From an optimization exercise on the open Yosys and OpenROAD flow, aimed at small area; shortcuts taken in it are not production practice.
Function was checked by simulation only, so behaviour that the tests miss may differ from the original.

--- design/flow/design.v ---
module hamming_window #(
    parameter DATA_WIDTH = 16,
    parameter WINDOW_SIZE = 1024
)(
    input wire clk,
    input wire rst_n,
    input wire [DATA_WIDTH-1:0] data_in,
    input wire data_valid,
    output wire [DATA_WIDTH-1:0] data_out,
    output wire data_out_valid
);
reg [DATA_WIDTH-1:0] window_coeff [0:WINDOW_SIZE-1];
reg [$clog2(WINDOW_SIZE)-1:0] window_index;
reg [DATA_WIDTH*2-1:0] multiplied_result;
reg result_valid;
initial begin
    $readmemh("hamming_coeff.hex", window_coeff);
end
always @(posedge clk or negedge rst_n) begin
    if (!rst_n) begin
        window_index <= 0;
        multiplied_result <= 0;
        result_valid <= 0;
    end else if (data_valid) begin
        multiplied_result <= data_in * window_coeff[window_index];
        result_valid <= 1;
        if (window_index == WINDOW_SIZE - 1) begin
            window_index <= 0;
        end else begin
            window_index <= window_index + 1;
        end
    end else begin
        result_valid <= 0;
    end
end
assign data_out = multiplied_result[DATA_WIDTH*2-1:DATA_WIDTH];
assign data_out_valid = result_valid;
endmodule
--- design/flow/hamming_coeff.hex ---
0a3d
0a3d
0a3e
0a3f
0a41
0a44
0a47
0a4b
0a4f
0a54
0a59
0a5f
0a66
0a6d
0a75
0a7d
0a86
0a8f
0a99
0aa3
0aae
0aba
0ac6
0ad3
0ae0
0aee
0afd
0b0c
0b1b
0b2b
0b3c
0b4d
0b5f
0b71
0b84
0b98
0bac
0bc0
0bd6
0beb
0c01
0c18
0c30
0c47
0c60
0c79
0c92
0cad
0cc7
0ce2
0cfe
0d1a
0d37
0d54
0d72
0d91
0db0
0dcf
0def
0e10
0e31
0e52
0e75
0e97
0eba
0ede
0f02
0f27
0f4c
0f72
0f99
0fbf
0fe7
100f
1037
1060
1089
10b3
10de
1109
1134
1160
118c
11b9
11e7
1215
1243
1272
12a1
12d1
1302
1332
1364
1396
13c8
13fb
142e
1462
1496
14ca
1500
1535
156b
15a2
15d9
1610
1648
1680
16b9
16f2
172c
1766
17a1
17dc
1817
1853
188f
18cc
1909
1947
1985
19c3
1a02
1a41
1a81
1ac1
1b02
1b42
1b84
1bc5
1c08
1c4a
1c8d
1cd0
1d14
1d58
1d9c
1de1
1e27
1e6c
1eb2
1ef8
1f3f
1f86
1fce
2015
205e
20a6
20ef
2138
2182
21cc
2216
2260
22ab
22f7
2342
238e
23da
2427
2474
24c1
250e
255c
25aa
25f9
2647
2696
26e6
2735
2785
27d5
2826
2877
28c8
2919
296a
29bc
2a0e
2a61
2ab3
2b06
2b59
2bad
2c00
2c54
2ca8
2cfd
2d51
2da6
2dfb
2e50
2ea6
2efb
2f51
2fa7
2ffe
3054
30ab
3102
3159
31b0
3208
325f
32b7
330f
3367
33c0
3418
3471
34ca
3523
357c
35d5
362f
3688
36e2
373c
3796
37f0
384b
38a5
3900
395a
39b5
3a10
3a6b
3ac6
3b21
3b7c
3bd8
3c33
3c8f
3cea
3d46
3da2
3dfe
3e5a
3eb6
3f12
3f6e
3fca
4026
4083
40df
413b
4198
41f4
4250
42ad
4309
4366
43c3
441f
447c
44d8
4535
4591
45ee
464b
46a7
4704
4760
47bd
4819
4876
48d2
492e
498b
49e7
4a43
4a9f
4afc
4b58
4bb4
4c10
4c6b
4cc7
4d23
4d7f
4dda
4e36
4e91
4eed
4f48
4fa3
4ffe
5059
50b4
510e
5169
51c4
521e
5278
52d2
532c
5386
53e0
5439
5493
54ec
5545
559e
55f7
564f
56a8
5700
5758
57b0
5808
585f
58b7
590e
5965
59bc
5a13
5a69
5abf
5b15
5b6b
5bc0
5c16
5c6b
5cc0
5d15
5d69
5dbd
5e11
5e65
5eb8
5f0c
5f5f
5fb1
6004
6056
60a8
60fa
614b
619c
61ed
623e
628e
62de
632e
637d
63cc
641b
646a
64b8
6506
6554
65a1
65ee
663b
6687
66d3
671f
676a
67b5
6800
684b
6895
68de
6928
6971
69ba
6a02
6a4a
6a91
6ad9
6b20
6b66
6bac
6bf2
6c37
6c7c
6cc1
6d05
6d49
6d8d
6dd0
6e13
6e55
6e97
6ed8
6f19
6f5a
6f9a
6fda
701a
7059
7097
70d6
7113
7151
718e
71ca
7206
7242
727d
72b8
72f2
732c
7366
739f
73d7
740f
7447
747e
74b5
74eb
7521
7556
758b
75c0
75f4
7627
765a
768d
76bf
76f0
7721
7752
7782
77b2
77e1
7810
783e
786b
7899
78c5
78f1
791d
7948
7973
799d
79c7
79f0
7a19
7a41
7a68
7a8f
7ab6
7adc
7b02
7b27
7b4b
7b6f
7b93
7bb6
7bd8
7bfa
7c1b
7c3c
7c5c
7c7c
7c9b
7cba
7cd8
7cf6
7d13
7d2f
7d4b
7d67
7d82
7d9c
7db6
7dcf
7de8
7e00
7e18
7e2f
7e45
7e5b
7e70
7e85
7e9a
7ead
7ec1
7ed3
7ee5
7ef7
7f08
7f18
7f28
7f37
7f46
7f54
7f62
7f6f
7f7b
7f87
7f93
7f9d
7fa8
7fb1
7fba
7fc3
7fcb
7fd2
7fd9
7fdf
7fe5
7fea
7fef
7ff2
7ff6
7ff9
7ffb
7ffd
7ffe
7ffe
7ffe
7ffe
7ffd
7ffb
7ff9
7ff6
7ff2
7fef
7fea
7fe5
7fdf
7fd9
7fd2
7fcb
7fc3
7fba
7fb1
7fa8
7f9d
7f93
7f87
7f7b
7f6f
7f62
7f54
7f46
7f37
7f28
7f18
7f08
7ef7
7ee5
7ed3
7ec1
7ead
7e9a
7e85
7e70
7e5b
7e45
7e2f
7e18
7e00
7de8
7dcf
7db6
7d9c
7d82
7d67
7d4b
7d2f
7d13
7cf6
7cd8
7cba
7c9b
7c7c
7c5c
7c3c
7c1b
7bfa
7bd8
7bb6
7b93
7b6f
7b4b
7b27
7b02
7adc
7ab6
7a8f
7a68
7a41
7a19
79f0
79c7
799d
7973
7948
791d
78f1
78c5
7899
786b
783e
7810
77e1
77b2
7782
7752
7721
76f0
76bf
768d
765a
7627
75f4
75c0
758b
7556
7521
74eb
74b5
747e
7447
740f
73d7
739f
7366
732c
72f2
72b8
727d
7242
7206
71ca
718e
7151
7114
70d6
7097
7059
701a
6fda
6f9a
6f5a
6f19
6ed8
6e97
6e55
6e13
6dd0
6d8d
6d49
6d05
6cc1
6c7d
6c37
6bf2
6bac
6b66
6b20
6ad9
6a92
6a4a
6a02
69ba
6971
6928
68df
6895
684b
6800
67b6
676a
671f
66d3
6687
663b
65ee
65a1
6554
6506
64b8
646a
641b
63cd
637d
632e
62de
628e
623e
61ed
619c
614b
60fa
60a8
6056
6004
5fb1
5f5f
5f0c
5eb8
5e65
5e11
5dbd
5d69
5d15
5cc0
5c6b
5c16
5bc1
5b6b
5b15
5abf
5a69
5a13
59bc
5965
590e
58b7
5860
5808
57b0
5758
5700
56a8
564f
55f7
559e
5545
54ec
5493
5439
53e0
5386
532c
52d2
5278
521e
51c4
5169
510f
50b4
5059
4ffe
4fa3
4f48
4eed
4e91
4e36
4dda
4d7f
4d23
4cc7
4c6c
4c10
4bb4
4b58
4afc
4a9f
4a43
49e7
498b
492e
48d2
4876
4819
47bd
4760
4704
46a7
464b
45ee
4591
4535
44d8
447c
441f
43c3
4366
430a
42ad
4251
41f4
4198
413b
40df
4083
4026
3fca
3f6e
3f12
3eb6
3e5a
3dfe
3da2
3d46
3cea
3c8f
3c33
3bd8
3b7c
3b21
3ac6
3a6b
3a10
39b5
395a
3900
38a5
384b
37f0
3796
373c
36e2
3689
362f
35d5
357c
3523
34ca
3471
3418
33c0
3367
330f
32b7
325f
3208
31b0
3159
3102
30ab
3054
2ffe
2fa7
2f51
2efb
2ea6
2e50
2dfb
2da6
2d51
2cfd
2ca8
2c54
2c00
2bad
2b59
2b06
2ab3
2a61
2a0e
29bc
296a
2919
28c8
2877
2826
27d5
2785
2735
26e6
2696
2647
25f9
25aa
255c
250e
24c1
2474
2427
23da
238e
2342
22f7
22ab
2260
2216
21cc
2182
2138
20ef
20a6
205e
2015
1fce
1f86
1f3f
1ef8
1eb2
1e6c
1e27
1de1
1d9d
1d58
1d14
1cd0
1c8d
1c4a
1c08
1bc6
1b84
1b43
1b02
1ac1
1a81
1a41
1a02
19c3
1985
1947
1909
18cc
188f
1853
1817
17dc
17a1
1766
172c
16f2
16b9
1680
1648
1610
15d9
15a2
156b
1535
1500
14cb
1496
1462
142e
13fb
13c8
1396
1364
1333
1302
12d1
12a1
1272
1243
1215
11e7
11b9
118c
1160
1134
1109
10de
10b3
1089
1060
1037
100f
0fe7
0fbf
0f99
0f72
0f4c
0f27
0f02
0ede
0eba
0e97
0e75
0e52
0e31
0e10
0def
0dcf
0db0
0d91
0d72
0d54
0d37
0d1a
0cfe
0ce2
0cc7
0cad
0c92
0c79
0c60
0c47
0c30
0c18
0c01
0beb
0bd6
0bc0
0bac
0b98
0b84
0b71
0b5f
0b4d
0b3c
0b2b
0b1b
0b0c
0afd
0aee
0ae0
0ad3
0ac6
0aba
0aae
0aa3
0a99
0a8f
0a86
0a7d
0a75
0a6d
0a66
0a5f
0a59
0a54
0a4f
0a4b
0a47
0a44
0a41
0a3f
0a3e
0a3d
0a3d
--- design/flow/run.sh ---
#!/bin/bash
# synth_recipe.tcl (not shown) runs the flow's synth.tcl, then flattens the netlist and writes it again
# the make line also repeats each setting of config.mk as NAME=value (left out here)
make -C /OpenROAD-flow-scripts/flow DESIGN_CONFIG=/design/flow/config.mk WORK_HOME=/design/flow/orfs CLKGATE_MAP_FILE= SYNTH_SCRIPT=/design/flow/synth_recipe.tcl finish
--- design/flow/config.mk ---
export PLATFORM = sky130hd
export DESIGN_NAME = hamming_window
export DESIGN_NICKNAME = hamming_window
export VERILOG_FILES = /design/flow/design.v
export SDC_FILE = /design/flow/constraint.sdc
export NUM_CORES = 4
export LEC_CHECK = 0
export CAP_MARGIN = 20
export CORE_MARGIN = 2
export CORE_UTILIZATION = 25
export PLACE_DENSITY = 0.5
export SLEW_MARGIN = 20
export SYNTH_MEMORY_MAX_BITS = 32768
--- design/flow/constraint.sdc ---
create_clock -name core_clock -period 10.0 [get_ports {clk}]
set_input_delay 2.0000 -clock core_clock [delete_from_list [all_inputs] [get_ports {clk}]]
set_output_delay 2.0000 -clock core_clock [all_outputs]
set_load 0.01 [all_outputs]
==> results.txt <==
Run status
The flow ran to the end and the layout has no timing, DRC or antenna violations.

Flow run
Across the run, the number of max-cap violations was 0.

Global route
For met2 alone, demand over resource in global routing was 47.87%. The number of antenna violations at the first check in global routing came to 13. The layer carrying the most global-route usage is met1. Global routing consumed, over all layers together, 36.50% of the routing resources. The total congestion overflow after global routing is 0. The pin count of the biggest net entering global routing is 109. The via count of the first global-routing pass was 26,570. The first-pass GRT wire length is 220.7 mm. The global routing usage on met3 is 15.03%. The fraction of met1 tracks used by global routing is 48.93%.

Timing
Setup repair after global routing left no endpoint under its margin. The slew at the pin closest to its max-slew limit is 1.277 ns. The final critical path takes up 97.60% of the cycle.

The count of final max-slew check failures is 0. The worst path needs 9.760 ns of the cycle, external delays included. The total count of hold-check failures in the final report was 0. Headroom to the max-slew limit came out at 14.62%. The final number of setup-violating endpoints is 0. The fmax is 0.1025 GHz. For the final database, setup skew stands at 0.006249 ns. For the final routed database, the setup TNS stands at 0 ns.

Clock tree
The quantity of gates resized following cts is 0. The total of hold buffers inserted after clock tree synthesis is 0. The number of buffers added for setup after CTS is 0. TritonCTS built the clock tree. The clock passes through at most 2 buffers. After clock tree synthesis, the clock-pin slew on the worst setup and hold paths is 0.08 ns. The clock net in this run drives a total of 27 sinks.

The H-tree depth is 1. The number of clock buffers inserted by TritonCTS is 3. The buffer type at the clock tree root is sky130_fd_sc_hd__clkbuf_16. For the worst-skew pair, the clock arrives at the later sink with an insertion delay of 0.28 ns.

Yosys
The number of cells produced by synthesis is 3,068. Counting every net in the synthesized netlist gives 3,410. The total standard cell area after synthesis is 0.02087 mm². After synthesis, flip-flops and latches occupy 3.238% of the total area. The flop and latch count out of synthesis is 27. The mean cell area of the mapped netlist is 6.802 µm². In the synthesized netlist the dominant register cell turns out to be sky130_fd_sc_hd__dfrtp_1. The count of different cell masters after synthesis is 92. Of all flip-flops after synthesis, the portion carrying an async set or reset was 100.0%. For this run, the number of Yosys warnings is 1. The number of synthesized flops with an enable pin is 0.

Critical path
The cell that appears most often on the critical path is sky130_fd_sc_hd__fa_1. The worst setup path is captured at a flip-flop. The highest fanout seen on the critical path is 29.

For the worst setup path, the data required time is 10.15 ns. The worst register-to-register path has a setup slack of 0.24 ns. The startpoint identified for the worst register-to-register timing path is window_index[0]. The worst setup path is of the flip-flop to flip-flop kind. The highest cell delay on the worst timing path is 0.82 ns. STA puts the critical path data arrival time at 9.91 ns. On the critical path, the stage with the largest delay is an instance of sky130_fd_sc_hd__and2_1.

In this run the worst setup path begins at window_index[0]. STA classifies the critical path startpoint as a flip-flop.

Die
The die is 292.9 µm tall. The cell row count is 105. The I/O pin count is 36. The initial core utilization is 25.33%.

The core area is 0.08237 mm². The die area is 0.08580 mm². Measured along the x axis, the die boundary spans 292.9 µm.

Drt
In this run the remaining antenna-violating nets after routing total 0. The routed layout has 27,810 vias. The detailed router finished its first iteration with 5,078 violations. The number of design rule violations left after detail routing is 0. Dividing the detail-routed wire length by the instance count gives 38.16 µm. For this run, the detailed router's first-pass iteration total came to 8. Wires add up to 161.0 mm. The detailed-route vias per instance is 6.592.

Placed design
The count of input and output buffers is 35. The placed wire-length estimate is 123.2 mm. Routability-driven placement finished with a final weighted congestion of 1.121.

Min path
In this run the most critical hold path is launched from multiplied_result[19]. The classification of the worst-slack hold path is flip-flop to flip-flop.

Cells and area
The layout overhead on the synthesized area is 16.09%. The layout cell share with drive strength beyond 1 is 13.37%. The utilization after layout is 29.41%.

The number of nets in the final layout is 3,484.
metrics by stage:
stage | hold WS (ns) | cells | setup WS (ns) | cell area [µm²]
CTS | 0.5395 | 4211 | 0.2249 | 24170
detailed placement | 0.5190 | 4207 | 0.3360 | 24090
global placement | 0.5207 | 4207 | 0.2443 | 24090
finish | 0.5258 | 4219 | 0.2398 | 24230
global route | 0.5441 | 4211 | 0.04763 | 24210
floorplan | 0.5183 | 3068 | 0.6669 | 20870
state kept, by name (all words and copies together), names as in the netlist:
signal and count:
window_index 10, result_valid 1, multiplied_result 16
final timing paths:
check | endpoint | cells after the start
setup / recovery | multiplied_result[17] | 33
hold / removal | multiplied_result[19] | 2
setup reg to reg | multiplied_result[17] | 33
hold reg to reg | multiplied_result[19] | 2
max in group asynchronous | window_index[2] | 2
min in group asynchronous | multiplied_result[19] | 2
cells in the mapped netlist (13+ instances only):
cell | n | share of area, %
sky130_fd_sc_hd__or2_2 | 13 | 0.39
sky130_fd_sc_hd__clkbuf_1 | 167 | 3.0
sky130_fd_sc_hd__o2111ai_1 | 19 | 0.80
sky130_fd_sc_hd__a221oi_1 | 25 | 1.0
sky130_fd_sc_hd__a2111oi_0 | 15 | 0.63
sky130_fd_sc_hd__inv_1 | 267 | 4.8
sky130_fd_sc_hd__and3_1 | 13 | 0.39
sky130_fd_sc_hd__o211ai_1 | 61 | 2.2
sky130_fd_sc_hd__a21o_1 | 36 | 1.3
sky130_fd_sc_hd__fa_1 | 180 | 17
sky130_fd_sc_hd__a22oi_1 | 13 | 0.47
sky130_fd_sc_hd__o221ai_1 | 27 | 1.1
sky130_fd_sc_hd__nand4_1 | 23 | 0.69
sky130_fd_sc_hd__ha_1 | 143 | 8.6
sky130_fd_sc_hd__dfrtp_1 | 27 | 3.2
sky130_fd_sc_hd__a211o_1 | 13 | 0.55
sky130_fd_sc_hd__a311oi_1 | 32 | 1.3
sky130_fd_sc_hd__and2_1 | 144 | 4.3
sky130_fd_sc_hd__nand2b_1 | 45 | 1.3
sky130_fd_sc_hd__nand3_1 | 103 | 2.5
sky130_fd_sc_hd__o22ai_1 | 31 | 0.93
sky130_fd_sc_hd__nand2_1 | 344 | 6.2
sky130_fd_sc_hd__nor3_1 | 88 | 2.1
sky130_fd_sc_hd__a31oi_1 | 60 | 1.8
sky130_fd_sc_hd__a211oi_1 | 54 | 1.9
sky130_fd_sc_hd__buf_2 | 104 | 2.5
sky130_fd_sc_hd__a21oi_1 | 234 | 5.6
sky130_fd_sc_hd__o21ai_0 | 209 | 5.0
sky130_fd_sc_hd__o311ai_0 | 36 | 1.5
sky130_fd_sc_hd__nor2_1 | 234 | 4.2
sky130_fd_sc_hd__nor2b_1 | 31 | 0.93
sky130_fd_sc_hd__buf_1 | 31 | 0.56
sky130_fd_sc_hd__o31ai_1 | 22 | 0.79
worst max-delay path, delay by kind of cell, from the launching register on:
kind                       cells  cell delay [ns]
xor gates and xnor gates       1             0.29
AOI/OAI and AO/OA              9             2.04
adders and majority gates      8             3.92
buffers and inverters          8             1.26
and+or+nand+nor                7             1.70
DFF                            1             0.34
layer usage:
metal	share of wire [%]	routed length (µm)	up-vias
met5	0.093	150	-
met4	7.7	12450	14
met3	14	23260	712
met2	37	59510	2450
met1	41	65610	13540
li1	-	-	11100
cell families after synthesis:
family | after synthesis | share of synthesized area [%]
flops | 27 | 3.238
xor+xnor | 15 | 0.6296
compound gates | 1011 | 32.49
simple gates | 1093 | 25.07
mux | 20 | 1.439
fa+ha+maj | 323 | 25.84
buf+inv | 579 | 11.29
cell type report:
cell class	count	area (µm²)
fill	9113	58150
multi-input combinational	2462	17890
timing repair buffer	380	3191
tap	1070	1339
inverter	268	1007
sequential	27	695.7
clock buffer	3	75.07
antenna	8	20.02
clock inverter	1	7.507
layout by cell type (no fill, tap or decap), types with 45 or more instances in the layout:
cell                       synthesis  routed
sky130_fd_sc_hd__nand2_1         344     344
sky130_fd_sc_hd__buf_4             4     325
sky130_fd_sc_hd__inv_1           267     264
sky130_fd_sc_hd__a21oi_1         234     233
sky130_fd_sc_hd__nor2_1          234     233
sky130_fd_sc_hd__o21ai_0         209     207
sky130_fd_sc_hd__fa_1            180     180
sky130_fd_sc_hd__and2_1          144     144
sky130_fd_sc_hd__ha_1            143     141
sky130_fd_sc_hd__nand3_1         103     103
sky130_fd_sc_hd__nor3_1           88      87
sky130_fd_sc_hd__o211ai_1         61      61
sky130_fd_sc_hd__a31oi_1          60      60
sky130_fd_sc_hd__a211oi_1         54      52
sky130_fd_sc_hd__nand2b_1         45      45

==> port drivers added, routing unchanged <==
The results above use ideal ports. As a check the final layout listed here was re-extracted and re-timed, cells and wires unchanged. Step 1 (the two cells are an assumption about what drives the block):
set clk [get_ports {clk}]
set_driving_cell -lib_cell sky130_fd_sc_hd__clkbuf_16 $clk
set_driving_cell -lib_cell sky130_fd_sc_hd__buf_2 [delete_from_list [all_inputs] $clk]
Step 2 adds t to the input delays and takes it off the output delays; t is the mean of the earliest and latest rising clock arrival at the registers after step 1. Input paths then give back, and output paths get back, about the clock's delay inside the block. Three values: no drivers, after step 1, after step 2; two values: the first two.
t, ns: 0.331
setup WS [ns]: 0.240 / 0.240 / 0.240
latest minus earliest clock arrival (ns): 0.006 / 0.007
worst data-port slew with drivers (ns): 0.03
cell pins on the clock port's net: 1
After both steps this run still meets setup and hold. The setup slack of this run moves by 0.000 ns with the drivers and by 0.000 ns with both steps.
